From an optimization exercise on the open Yosys and OpenROAD flow, aimed at small area; shortcuts taken in it are not production practice. Function was checked by simulation only, so behaviour that the tests miss may differ from the original. No driver is modelled on the clock port, so clock power and skew are understated where the tree is cut down; a real chip needs a root buffer or a tree. Power and IR drop assume default switching activity.

Design apb_i2c_slave, start of the top module:
module apb_i2c_slave #(
  parameter int APB_ADDR_WIDTH = 8
) (
  input  logic                      pclk,
  input  logic                      presetn,
  input  logic [APB_ADDR_WIDTH-1:0] paddr,
  input  logic                      psel,
  input  logic                      penable,
  input  logic                      pwrite,
  input  logic [31:0]               pwdata,
  output logic [31:0]               prdata,
  output logic                      pready,
  output logic                      pslverr,
  input  logic                      scl_i,
  input  logic                      sda_i,
  output logic                      sda_o,
  output logic                      sda_oe,
  output logic                      irq
);
Settings: LEC_CHECK=0, CAP_MARGIN=20, CORE_MARGIN=2, CORE_UTILIZATION=40, SLEW_MARGIN=20; clock period 10.0 ns.
standard.sh (not shown) runs the stock make flow with config.mk's settings and CLKGATE_MAP_FILE= SYNTH_SCRIPT=/design/flow/synth_recipe.tcl, a recipe that flattens the netlist after the stock synthesis.
==> flow/flow/run.sh <==
#!/bin/bash
# Standard ORFS layout with the smallest buffer on each port and a small
# hand-built clock tree (flow/cts_hook.tcl) in place of TritonCTS.
set -euo pipefail
HERE=$(cd "$(dirname "$0")" && pwd)
export BUFFER_PORTS_ARGS="-buffer_cell sky130_fd_sc_hd__buf_1"
export PRE_CTS_TCL="$HERE/cts_hook.tcl"
export MANUAL_CTS_CLUSTERS=5
export MANUAL_CTS_BUF=sky130_fd_sc_hd__clkbuf_8
export MANUAL_CTS_ROOT=sky130_fd_sc_hd__clkbuf_4
bash standard.sh > flow_make.log 2>&1
==> flow/flow/cts_hook.tcl <==
# Sourced before CTS: replace TritonCTS with a small clock tree of a few
# clock buffers, each driving one placement cluster of the registers.
source [file join [file dirname [info script]] manual_cts.tcl]
rename clock_tree_synthesis tritoncts_clock_tree_synthesis
proc clock_tree_synthesis { args } {
  manual_cts $::env(MANUAL_CTS_CLUSTERS) $::env(MANUAL_CTS_BUF)
  if {$::env(MANUAL_CTS_ROOT) ne ""} { manual_cts_root $::env(MANUAL_CTS_ROOT) }
  set net [[ord::get_db_block] findNet pclk]
  $net setSigType CLOCK
  foreach it [[ord::get_db_block] getInsts] {
    if {[string match clkbuf_* [$it getName]]} {
      foreach t [$it getITerms] { if {[$t isOutputSignal]} { [$t getNet] setSigType CLOCK } }
    }
  }
}
Other scripts of this flow, unchanged in this note and not shown: flow/flow/manual_cts.tcl
The first run completed without violations.
Change:
==> flow/flow/run.sh (replaced) <==
#!/bin/bash
# Standard ORFS layout with the smallest buffer on each port and a small
# hand-built clock tree (flow/cts_hook.tcl) in place of TritonCTS. After
# floorplanning, flow/post_fp.tcl re-maps the logic for area and shares the
# tie cells.
set -euo pipefail
HERE=$(cd "$(dirname "$0")" && pwd)
export BUFFER_PORTS_ARGS="-buffer_cell sky130_fd_sc_hd__buf_1"
export SKIP_REPAIR_TIE_FANOUT=1
export POST_FLOORPLAN_TCL="$HERE/post_fp.tcl"
export PRE_CTS_TCL="$HERE/cts_hook.tcl"
export MANUAL_CTS_CLUSTERS=3
export MANUAL_CTS_BUF=sky130_fd_sc_hd__clkbuf_16
export MANUAL_CTS_ROOT=
bash standard.sh > flow_make.log 2>&1
==> flow/flow/post_fp.tcl (new file) <==
# Sourced at the end of floorplanning: re-map the logic between registers
# for area with ABC (OpenROAD's restructure), then drive all constant
# outputs of each polarity from one tie cell.
proc my_merge_ties { } {
  set block [ord::get_db_block]
  foreach pin {LO HI} {
    set keep ""
    foreach inst [$block getInsts] {
      if {[[$inst getMaster] getName] ne "sky130_fd_sc_hd__conb_1"} continue
      set it [$inst findITerm $pin]
      set net [$it getNet]
      if {$net eq "NULL" || $net eq ""} continue
      if {$keep eq ""} { set keep $net; continue }
      foreach t [$net getITerms] {
        if {$t eq $it} continue
        $t disconnect
        $t connect $keep
      }
      foreach b [$net getBTerms] {
        $b disconnect
        $b connect $keep
      }
    }
  }
  foreach inst [$block getInsts] {
    if {[[$inst getMaster] getName] ne "sky130_fd_sc_hd__conb_1"} continue
    set used 0
    foreach pin {LO HI} {
      set it [$inst findITerm $pin]
      set net [$it getNet]
      if {$net eq "NULL" || $net eq ""} continue
      if {[llength [$net getITerms]] + [llength [$net getBTerms]] > 1} { set used 1 } else { $it disconnect; odb::dbNet_destroy $net }
    }
    if {!$used} { odb::dbInst_destroy $inst }
  }
}
set my_lib [lindex $::env(LIB_FILES) 0]
file mkdir $::env(OBJECTS_DIR)/rmp
restructure -target area -liberty_file $my_lib \
  -tielo_port sky130_fd_sc_hd__conb_1/LO -tiehi_port sky130_fd_sc_hd__conb_1/HI \
  -work_dir $::env(OBJECTS_DIR)/rmp -abc_logfile $::env(LOG_DIR)/2_1_restructure_abc.log
my_merge_ties
After rerunning:
- die area is unchanged
- clock skew decreases by 0.016 ns
- design area came out lower by a little under a tenth
- wire length goes up by roughly a tenth
Change:
==> flow/flow/run.sh (replaced) <==
#!/bin/bash
# Standard ORFS layout with the smallest buffer on each port and a small
# hand-built clock tree (flow/cts_hook.tcl) in place of TritonCTS.
set -euo pipefail
HERE=$(cd "$(dirname "$0")" && pwd)
export BUFFER_PORTS_ARGS="-buffer_cell sky130_fd_sc_hd__buf_1"
export SKIP_REPAIR_TIE_FANOUT=1
export RECOVER_POWER=100
export PRE_CTS_TCL="$HERE/cts_hook.tcl"
export MANUAL_CTS_CLUSTERS=3
export MANUAL_CTS_BUF=sky130_fd_sc_hd__clkbuf_16
export MANUAL_CTS_ROOT=
bash standard.sh > flow_make.log 2>&1
removed: flow/flow/post_fp.tcl
What happened:
- The changed run completed, yet does not pass: max-capacitance violations, max-slew violations
- setup slack got worse by 0.18 ns
- worst hold slack is worse by 0.0099 ns
- flip-flop and latch count is unchanged
- die area is unchanged
Change:
--- a/flow/flow/run.sh
+++ b/flow/flow/run.sh
@@ -5,6 +5,4 @@
 HERE=$(cd "$(dirname "$0")" && pwd)
 export BUFFER_PORTS_ARGS="-buffer_cell sky130_fd_sc_hd__buf_1"
-export SKIP_REPAIR_TIE_FANOUT=1
-export RECOVER_POWER=100
 export PRE_CTS_TCL="$HERE/cts_hook.tcl"
 export MANUAL_CTS_CLUSTERS=3
The new run produced a clean layout.
Combinational power hardly moves.
Power goes up by 0.84%.
Cell area goes up by 4.2%.
Die area does not change.
Wire length goes down by 1.1%.
In every run of this note, the design's own scripts or RTL, not TritonCTS, make the clock network.

== run 2 ==
apb_i2c_slave again, from the RTL that the note above started with.
==> flow/design.v (excerpt) <==
module apb_i2c_slave #(
  parameter int APB_ADDR_WIDTH = 8
) (
  input  logic                      pclk,
  input  logic                      presetn,
  input  logic [APB_ADDR_WIDTH-1:0] paddr,
  input  logic                      psel,
  input  logic                      penable,
  input  logic                      pwrite,
  input  logic [31:0]               pwdata,
  output logic [31:0]               prdata,
  output logic                      pready,
  output logic                      pslverr,
  input  logic                      scl_i,
  input  logic                      sda_i,
  output logic                      sda_o,
  output logic                      sda_oe,
  output logic                      irq
);
==> flow/config.mk <==
export PLATFORM = sky130hd
export DESIGN_NAME = apb_i2c_slave
export DESIGN_NICKNAME = apb_i2c_slave
export VERILOG_FILES = /design/flow/design.v
export SDC_FILE = /design/flow/constraint.sdc
export NUM_CORES = 4
export LEC_CHECK = 0
export CAP_MARGIN = 20
export CORE_MARGIN = 2
export CORE_UTILIZATION = 40
export SLEW_MARGIN = 20
==> flow/constraint.sdc <==
create_clock -name core_clock -period 10.0 [get_ports {pclk}]
set_input_delay 2.0000 -clock core_clock [delete_from_list [all_inputs] [get_ports {pclk}]]
set_output_delay 2.0000 -clock core_clock [all_outputs]
set_load 0.01 [all_outputs]
==> flow/flow/run.sh <==
#!/bin/bash
# Standard ORFS layout with the smallest buffer on each port and a small
# hand-built clock tree (flow/cts_hook.tcl) in place of TritonCTS.
set -euo pipefail
HERE=$(cd "$(dirname "$0")" && pwd)
export BUFFER_PORTS_ARGS="-buffer_cell sky130_fd_sc_hd__buf_1"
export SKIP_REPAIR_TIE_FANOUT=1
export PRE_CTS_TCL="$HERE/cts_hook.tcl"
export MANUAL_CTS_CLUSTERS=3
export MANUAL_CTS_BUF=sky130_fd_sc_hd__clkbuf_16
export MANUAL_CTS_ROOT=
bash standard.sh > flow_make.log 2>&1
Scripts as last shown in full above: flow/flow/cts_hook.tcl
Other scripts of this flow, unchanged in this note and not shown: flow/flow/manual_cts.tcl
The flow did not stop early for run 2: all stages ran, and the layout cleared the timing, design-rule and antenna checks.
### run 2 -> run 5
Settings: PLACE_DENSITY now 0.85, previously not set.
-- flow/flow/run.sh --
<<< run 2, line 3
# hand-built clock tree (flow/cts_hook.tcl) in place of TritonCTS.
>>> run 5, line 3
# hand-built clock tree (flow/cts_hook.tcl) in place of TritonCTS. After
# floorplanning, flow/post_fp.tcl re-maps the logic for area and shares the
# tie cells.
<<< run 2, line 8
>>> run 5, line 10
export POST_FLOORPLAN_TCL="$HERE/post_fp.tcl"
<<< run 2, line 9
export MANUAL_CTS_CLUSTERS=3
export MANUAL_CTS_BUF=sky130_fd_sc_hd__clkbuf_16
>>> run 5, line 12
export MANUAL_CTS_CLUSTERS=4
export MANUAL_CTS_BUF=sky130_fd_sc_hd__clkbuf_8
==> flow/flow/post_fp.tcl (new file) <==
# Sourced at the end of floorplanning: re-map the logic between registers
# for area with ABC (OpenROAD's restructure), then drive all constant
# outputs of each polarity from one tie cell.
proc my_merge_ties { } {
  set block [ord::get_db_block]
  foreach pin {LO HI} {
    set keep ""
    foreach inst [$block getInsts] {
      if {[[$inst getMaster] getName] ne "sky130_fd_sc_hd__conb_1"} continue
      set it [$inst findITerm $pin]
      set net [$it getNet]
      if {$net eq "NULL" || $net eq ""} continue
      if {$keep eq ""} { set keep $net; continue }
      foreach t [$net getITerms] {
        if {$t eq $it} continue
        $t disconnect
        $t connect $keep
      }
      foreach b [$net getBTerms] {
        $b disconnect
        $b connect $keep
      }
    }
  }
  foreach inst [$block getInsts] {
    if {[[$inst getMaster] getName] ne "sky130_fd_sc_hd__conb_1"} continue
    set used 0
    foreach pin {LO HI} {
      set it [$inst findITerm $pin]
      set net [$it getNet]
      if {$net eq "NULL" || $net eq ""} continue
      if {[llength [$net getITerms]] + [llength [$net getBTerms]] > 1} { set used 1 } else { $it disconnect; odb::dbNet_destroy $net }
    }
    if {!$used} { odb::dbInst_destroy $inst }
  }
}
set my_lib [lindex $::env(LIB_FILES) 0]
file mkdir $::env(OBJECTS_DIR)/rmp
restructure -target area -liberty_file $my_lib \
  -tielo_port sky130_fd_sc_hd__conb_1/LO -tiehi_port sky130_fd_sc_hd__conb_1/HI \
  -work_dir $::env(OBJECTS_DIR)/rmp -abc_logfile $::env(LOG_DIR)/2_1_restructure_abc.log
my_merge_ties
==> results.txt <==
- Of the two candidates, run 2 has the better wire length and run 5 the worse one.
- Critical path depth delta for run 5 relative to run 2: 2 higher
- Reported combinational group power ended up 48% higher on run 5 than on run 2.
- Measured against run 5, the highest clock frequency the design can meet of run 2 comes out at 0.949 times the reference value.
- Summary of run 5 over run 2: number of well taps saw little to no change; worst hold slack saw an increase; first-pass GRT wire length saw an increase; clock period minus worst slack saw a decrease; share of total power in the clock network saw a decrease.
- Diff run 5..run 2 | cell area after synthesis | unchanged
- Run 5 vs run 2 — post-placement cell count climbed by a few percent
No run of this note takes its clock network from TritonCTS; it comes from the design's own scripts or RTL.

Starting RTL as in the previous note.
// apb_i2c_slave
module apb_i2c_slave #(
  parameter int APB_ADDR_WIDTH = 8
) (
  input  logic                      pclk,
  input  logic                      presetn,
  input  logic [APB_ADDR_WIDTH-1:0] paddr,
  input  logic                      psel,
  input  logic                      penable,
  input  logic                      pwrite,
  input  logic [31:0]               pwdata,
  output logic [31:0]               prdata,
  output logic                      pready,
  output logic                      pslverr,
  input  logic                      scl_i,
  input  logic                      sda_i,
  output logic                      sda_o,
  output logic                      sda_oe,
  output logic                      irq
);
Settings: LEC_CHECK=0, CAP_MARGIN=20, CORE_MARGIN=2, CORE_UTILIZATION=40, SLEW_MARGIN=20; clock period 10.0 ns.
==> flow/flow/run.sh <==
#!/bin/bash
# Standard ORFS layout, with the smallest buffer on each port and a
# clock tree made of fewer, smaller buffers.
set -euo pipefail
export BUFFER_PORTS_ARGS="-buffer_cell sky130_fd_sc_hd__buf_1"
export CTS_ARGS="-sink_clustering_enable -repair_clock_nets -buf_list sky130_fd_sc_hd__clkbuf_8 -sink_clustering_size 30 -sink_clustering_max_diameter 150"
bash standard.sh > flow_make.log 2>&1
Next try:
==> flow/run.sh (new file) <==
#!/bin/bash
# synth_recipe.tcl (not shown) runs the flow's synth.tcl, then flattens the netlist and writes it again
# the make line also repeats each setting of config.mk as NAME=value (left out here)
make -C /OpenROAD-flow-scripts/flow DESIGN_CONFIG=/design/flow/config.mk WORK_HOME=/design/flow/orfs CLKGATE_MAP_FILE= SYNTH_SCRIPT=/design/flow/synth_recipe.tcl finish
removed: flow/flow/run.sh
removed: flow/standard.sh
Outcome:
- maximum frequency fell by 11%
- power goes up by 0.63%
- routed wire length rose by 1.9%
- count of clock-buffer cells in the layout climbs by 2
- die area is unchanged
- non-clock buffer count is unchanged
- worst setup slack is worse by 0.77 ns
- register-to-register slack is about the same
- hold slack barely changes
- utilization climbs by 2.1 points

apb_i2c_slave, a different RTL version from the one above (not shown whole).
Size in the first run: about 390 cells after synthesis, ~70 flip-flops, roughly 84 I/O pins, ~3900 um^2 of cells after synthesis.
export LEC_CHECK = 0
export CAP_MARGIN = 0
export CORE_MARGIN = 2
export CORE_UTILIZATION = 40
export GPL_TIMING_DRIVEN = 0
export PLACE_DENSITY = 0.85
export SLEW_MARGIN = 0
create_clock -name core_clock -period 10.0 [get_ports {pclk}]
==> flow/flow/run.sh <==
#!/bin/bash
# Standard ORFS layout with the smallest buffer on each port and a small
# hand-built clock tree (flow/cts_hook.tcl) in place of TritonCTS. After
# floorplanning, flow/post_fp.tcl re-maps the logic for area and shares the
# tie cells.
set -euo pipefail
HERE=$(cd "$(dirname "$0")" && pwd)
export BUFFER_PORTS_ARGS="-buffer_cell sky130_fd_sc_hd__buf_1"
export SKIP_REPAIR_TIE_FANOUT=1
export POST_FLOORPLAN_TCL="$HERE/post_fp.tcl"
export PRE_CTS_TCL="$HERE/cts_hook.tcl"
export MANUAL_CTS_CLUSTERS=4
export MANUAL_CTS_BUF=sky130_fd_sc_hd__clkbuf_8
export MANUAL_CTS_ROOT=
# each leaf buffer is then sized up from clkbuf_4 until its estimated
# register clock slew is at most MANUAL_CTS_SLEW ns
export MANUAL_CTS_SIZES="sky130_fd_sc_hd__clkbuf_4 sky130_fd_sc_hd__clkbuf_8 sky130_fd_sc_hd__clkbuf_16"
export MANUAL_CTS_SLEW=0.120
bash standard.sh > flow_make.log 2>&1
==> flow/flow/manual_cts.tcl <==
# Cluster the clock sinks by k-means on their placed locations and drive each
# cluster from one clock buffer placed at the cluster's centre.
proc manual_cts { nclus bufcell } {
  set block [ord::get_db_block]
  set net [$block findNet pclk]
  set sinks {}
  foreach p [get_pins -of_objects [get_nets pclk]] {
    if {[get_property $p direction] ne "input"} continue
    set inst [sta::sta_to_db_inst [get_cells -of_objects $p]]
    set bb [$inst getBBox]
    lappend sinks [list $p 0 [expr {([$bb xMin]+[$bb xMax])/2.0}] [expr {([$bb yMin]+[$bb yMax])/2.0}]]
  }
  set n [llength $sinks]
  # initial centres: spread along sorted x
  set sorted [lsort -real -index 2 $sinks]
  set cent {}
  for {set k 0} {$k < $nclus} {incr k} {
    set s [lindex $sorted [expr {int(($k+0.5)*$n/$nclus)}]]
    lappend cent [list [lindex $s 2] [lindex $s 3]]
  }
  for {set iter 0} {$iter < 50} {incr iter} {
    set asg {}
    foreach s $sinks {
      set best 0; set bd 1e30
      for {set k 0} {$k < $nclus} {incr k} {
        set c [lindex $cent $k]
        set d [expr {abs([lindex $s 2]-[lindex $c 0]) + abs([lindex $s 3]-[lindex $c 1])}]
        if {$d < $bd} { set bd $d; set best $k }
      }
      lappend asg $best
    }
    set newc {}
    for {set k 0} {$k < $nclus} {incr k} {
      set sx 0; set sy 0; set m 0
      foreach s $sinks a $asg { if {$a == $k} { set sx [expr {$sx+[lindex $s 2]}]; set sy [expr {$sy+[lindex $s 3]}]; incr m } }
      if {$m > 0} { lappend newc [list [expr {$sx/$m}] [expr {$sy/$m}]] } else { lappend newc [lindex $cent $k] }
    }
    set cent $newc
  }
  set dbu [$block getDbUnitsPerMicron]
  for {set k 0} {$k < $nclus} {incr k} {
    set pins {}
    foreach s $sinks a $asg { if {$a == $k} { lappend pins [lindex $s 0] } }
    if {[llength $pins] == 0} continue
    set c [lindex $cent $k]
    insert_buffer -buffer_cell $bufcell -net pclk -load_pins $pins \
      -location [list [expr {[lindex $c 0]/$dbu}] [expr {[lindex $c 1]/$dbu}]] \
      -buffer_name clkbuf_leaf_$k -net_name clknet_leaf_$k
    puts "cluster $k: [llength $pins] sinks"
  }
}

# Put one root buffer between the clock port and the leaf buffers.
proc manual_cts_root { bufcell } {
  set block [ord::get_db_block]
  set dbu [$block getDbUnitsPerMicron]
  set sx 0; set sy 0; set m 0
  set pins {}
  foreach p [get_pins -of_objects [get_nets pclk]] {
    if {[get_property $p direction] ne "input"} continue
    set inst [sta::sta_to_db_inst [get_cells -of_objects $p]]
    set bb [$inst getBBox]
    set sx [expr {$sx + ([$bb xMin]+[$bb xMax])/2.0}]
    set sy [expr {$sy + ([$bb yMin]+[$bb yMax])/2.0}]
    incr m
    lappend pins $p
  }
  insert_buffer -buffer_cell $bufcell -net pclk -load_pins $pins \
    -location [list [expr {$sx/$m/$dbu}] [expr {$sy/$m/$dbu}]] \
    -buffer_name clkbuf_root -net_name clknet_root
}

# Size each leaf clock buffer: start every leaf at the smallest buffer in
# bufs and step a leaf up while the estimated slew at any of its register
# clock pins is over target_ns.
proc manual_cts_size { bufs target_ns } {
  set leaves [get_cells clkbuf_leaf_*]
  foreach c $leaves { replace_cell $c [lindex $bufs 0] }
  set_propagated_clock [all_clocks]
  for {set round 0} {$round < [llength $bufs]} {incr round} {
    estimate_parasitics -placement
    set changed 0
    foreach c $leaves {
      set out [get_pins -of_objects $c -filter "direction==output"]
      set worst 0
      foreach p [get_pins -of_objects [get_nets -of_objects $out]] {
        if {[get_property $p direction] ne "input"} continue
        set s [get_property $p slew_max]
        if {$s > $worst} { set worst $s }
      }
      set cur [get_property $c ref_name]
      set i [lsearch $bufs $cur]
      if {$worst > $target_ns && $i < [llength $bufs] - 1} {
        replace_cell $c [lindex $bufs [expr {$i + 1}]]
        set changed 1
      }
      puts "clock leaf [get_name $c]: $cur worst slew $worst"
    }
    if {!$changed} break
  }
  unset_propagated_clock [all_clocks]
}
Other scripts of this flow, unchanged in this note and not shown: flow/flow/cts_hook.tcl, flow/flow/post_fp.tcl
Then changed:
--- a/flow/flow/run.sh
+++ b/flow/flow/run.sh
@@ -18,2 +18,4 @@
 export MANUAL_CTS_SLEW=0.120
+# registers are split into clusters of near-equal size (at most 2 over even)
+export MANUAL_CTS_CAP=2
 bash standard.sh > flow_make.log 2>&1
--- a/flow/flow/manual_cts.tcl
+++ b/flow/flow/manual_cts.tcl
@@ -22,10 +22,32 @@
     set asg {}
-    foreach s $sinks {
-      set best 0; set bd 1e30
-      for {set k 0} {$k < $nclus} {incr k} {
-        set c [lindex $cent $k]
-        set d [expr {abs([lindex $s 2]-[lindex $c 0]) + abs([lindex $s 3]-[lindex $c 1])}]
-        if {$d < $bd} { set bd $d; set best $k }
+    if {[info exists ::env(MANUAL_CTS_CAP)]} {
+      # balanced assignment: nearest free cluster, closest pairs first
+      set cap [expr {($n + $nclus - 1) / $nclus + $::env(MANUAL_CTS_CAP)}]
+      set pairs {}
+      set i 0
+      foreach s $sinks {
+        for {set k 0} {$k < $nclus} {incr k} {
+          set c [lindex $cent $k]
+          lappend pairs [list [expr {abs([lindex $s 2]-[lindex $c 0]) + abs([lindex $s 3]-[lindex $c 1])}] $i $k]
+        }
+        incr i
       }
-      lappend asg $best
+      set asg [lrepeat $n -1]
+      set fill [lrepeat $nclus 0]
+      foreach p [lsort -real -index 0 $pairs] {
+        lassign $p d i k
+        if {[lindex $asg $i] >= 0 || [lindex $fill $k] >= $cap} continue
+        lset asg $i $k
+        lset fill $k [expr {[lindex $fill $k] + 1}]
+      }
+    } else {
+      foreach s $sinks {
+        set best 0; set bd 1e30
+        for {set k 0} {$k < $nclus} {incr k} {
+          set c [lindex $cent $k]
+          set d [expr {abs([lindex $s 2]-[lindex $c 0]) + abs([lindex $s 3]-[lindex $c 1])}]
+          if {$d < $bd} { set bd $d; set best $k }
+        }
+        lappend asg $best
+      }
     }
--- a/flow/config.mk
+++ b/flow/config.mk
@@ -7,7 +7,6 @@
 export LEC_CHECK = 0
-export CAP_MARGIN = 0
+export CAP_MARGIN = 20
 export CORE_MARGIN = 2
 export CORE_UTILIZATION = 40
-export GPL_TIMING_DRIVEN = 0
 export PLACE_DENSITY = 0.85
-export SLEW_MARGIN = 0
+export SLEW_MARGIN = 20
After rerunning: Synthesized cell count does not change; synthesized area does not change; wire length falls by 1.2%; design area goes down by 0.64%; total power falls by 1.4%; clock power shrinks by about 7%; cell count does not change; worst setup slack degrades by 8.4 ps; flip-flop and latch count stays the same.
Then changed:
--- a/flow/flow/run.sh
+++ b/flow/flow/run.sh
@@ -18,4 +18,2 @@
 export MANUAL_CTS_SLEW=0.120
-# registers are split into clusters of near-equal size (at most 2 over even)
-export MANUAL_CTS_CAP=2
 bash standard.sh > flow_make.log 2>&1
--- a/flow/flow/manual_cts.tcl
+++ b/flow/flow/manual_cts.tcl
@@ -22,32 +22,10 @@
     set asg {}
-    if {[info exists ::env(MANUAL_CTS_CAP)]} {
-      # balanced assignment: nearest free cluster, closest pairs first
-      set cap [expr {($n + $nclus - 1) / $nclus + $::env(MANUAL_CTS_CAP)}]
-      set pairs {}
-      set i 0
-      foreach s $sinks {
-        for {set k 0} {$k < $nclus} {incr k} {
-          set c [lindex $cent $k]
-          lappend pairs [list [expr {abs([lindex $s 2]-[lindex $c 0]) + abs([lindex $s 3]-[lindex $c 1])}] $i $k]
-        }
-        incr i
+    foreach s $sinks {
+      set best 0; set bd 1e30
+      for {set k 0} {$k < $nclus} {incr k} {
+        set c [lindex $cent $k]
+        set d [expr {abs([lindex $s 2]-[lindex $c 0]) + abs([lindex $s 3]-[lindex $c 1])}]
+        if {$d < $bd} { set bd $d; set best $k }
       }
-      set asg [lrepeat $n -1]
-      set fill [lrepeat $nclus 0]
-      foreach p [lsort -real -index 0 $pairs] {
-        lassign $p d i k
-        if {[lindex $asg $i] >= 0 || [lindex $fill $k] >= $cap} continue
-        lset asg $i $k
-        lset fill $k [expr {[lindex $fill $k] + 1}]
-      }
-    } else {
-      foreach s $sinks {
-        set best 0; set bd 1e30
-        for {set k 0} {$k < $nclus} {incr k} {
-          set c [lindex $cent $k]
-          set d [expr {abs([lindex $s 2]-[lindex $c 0]) + abs([lindex $s 3]-[lindex $c 1])}]
-          if {$d < $bd} { set bd $d; set best $k }
-        }
-        lappend asg $best
-      }
+      lappend asg $best
     }
--- a/flow/config.mk
+++ b/flow/config.mk
@@ -10,3 +10,3 @@
 export CORE_UTILIZATION = 40
-export PLACE_DENSITY = 0.85
+export PLACE_DENSITY = 0.95
 export SLEW_MARGIN = 20
Combinational power hardly moves.
Routed wire length goes down by about 0.3%.
Setup slack got worse by 59 ps.
Clock power goes up by about 10%.
Cell area goes up by 0.31%.
Register-to-register slack got worse by 90 ps.
Cell count is unchanged.
Worst hold slack improved by 39 ps.
Utilization goes up by 0.12 points.
Then changed:
--- a/flow/flow/run.sh
+++ b/flow/flow/run.sh
@@ -18,2 +18,4 @@
 export MANUAL_CTS_SLEW=0.120
+# registers are split into clusters of near-equal size (at most 2 over even)
+export MANUAL_CTS_CAP=2
 bash standard.sh > flow_make.log 2>&1
--- a/flow/flow/manual_cts.tcl
+++ b/flow/flow/manual_cts.tcl
@@ -22,10 +22,32 @@
     set asg {}
-    foreach s $sinks {
-      set best 0; set bd 1e30
-      for {set k 0} {$k < $nclus} {incr k} {
-        set c [lindex $cent $k]
-        set d [expr {abs([lindex $s 2]-[lindex $c 0]) + abs([lindex $s 3]-[lindex $c 1])}]
-        if {$d < $bd} { set bd $d; set best $k }
+    if {[info exists ::env(MANUAL_CTS_CAP)]} {
+      # balanced assignment: nearest free cluster, closest pairs first
+      set cap [expr {($n + $nclus - 1) / $nclus + $::env(MANUAL_CTS_CAP)}]
+      set pairs {}
+      set i 0
+      foreach s $sinks {
+        for {set k 0} {$k < $nclus} {incr k} {
+          set c [lindex $cent $k]
+          lappend pairs [list [expr {abs([lindex $s 2]-[lindex $c 0]) + abs([lindex $s 3]-[lindex $c 1])}] $i $k]
+        }
+        incr i
       }
-      lappend asg $best
+      set asg [lrepeat $n -1]
+      set fill [lrepeat $nclus 0]
+      foreach p [lsort -real -index 0 $pairs] {
+        lassign $p d i k
+        if {[lindex $asg $i] >= 0 || [lindex $fill $k] >= $cap} continue
+        lset asg $i $k
+        lset fill $k [expr {[lindex $fill $k] + 1}]
+      }
+    } else {
+      foreach s $sinks {
+        set best 0; set bd 1e30
+        for {set k 0} {$k < $nclus} {incr k} {
+          set c [lindex $cent $k]
+          set d [expr {abs([lindex $s 2]-[lindex $c 0]) + abs([lindex $s 3]-[lindex $c 1])}]
+          if {$d < $bd} { set bd $d; set best $k }
+        }
+        lappend asg $best
+      }
     }
--- a/flow/config.mk
+++ b/flow/config.mk
@@ -7,2 +7,3 @@
 export LEC_CHECK = 0
+export ABC_AREA = 1
 export CAP_MARGIN = 20
@@ -10,3 +11,3 @@
 export CORE_UTILIZATION = 40
-export PLACE_DENSITY = 0.95
+export PLACE_DENSITY = 0.85
 export SLEW_MARGIN = 20
Result: The new run completed without violations. Via count decreases by a few percent. Routed wire length falls slightly. Setup slack improved by 270 ps. Hold slack is better by 35 ps. Global-route usage fell by 1.2 points.
In every run of this note, the design's own scripts or RTL, not TritonCTS, make the clock network.

[what the ideal ports hide]
In the flow no input, the clock included, has a driving cell. The finished layouts below were timed again as built, in two steps.
Step 1, drivers: a clkbuf_16 drives pclk and a buf_2 each remaining input, both assumed.
Step 2 moves the port delays by t, midway between the first and last clock arrival at a register: inputs arrive t later, outputs are due t later. That takes back most of the time a late clock gives input paths.
a / b / c = no drivers / after step 1 / after step 2; a / b = the first two.
run	t, ns	setup slack, ns	clock arrival spread, ns
the first run of note 1	0.427	3.802 / 3.782 / 3.782	0.030 / 0.030
the second run of note 1	0.220	4.100 / 4.076 / 4.076	0.012 / 0.012
the third run of note 1	0.223	3.917 / 3.891 / 3.891	0.022 / 0.023
the fourth run of note 1	0.218	3.809 / 3.790 / 3.790	0.022 / 0.021
run 2	0.222	3.771 / 3.744 / 3.744	0.022 / 0.022
run 5	0.224	4.091 / 4.070 / 4.070	0.024 / 0.024
the first run of note 3	0.376	3.829 / 3.809 / 3.809	0.011 / 0.011
the second run of note 3	0.377	3.055 / 3.035 / 3.035	0.012 / 0.011
the first run of note 4	0.221	3.914 / 3.881 / 3.881	0.013 / 0.014
the second run of note 4	0.225	3.905 / 3.880 / 3.880	0.022 / 0.021
the third run of note 4	0.223	3.846 / 3.826 / 3.826	0.026 / 0.026
the fourth run of note 4	0.230	4.117 / 4.096 / 4.096	0.020 / 0.021
For the first run of note 4, which loses most, drivers alone change the setup slack by -0.033 ns; drivers and shift together by -0.033 ns.
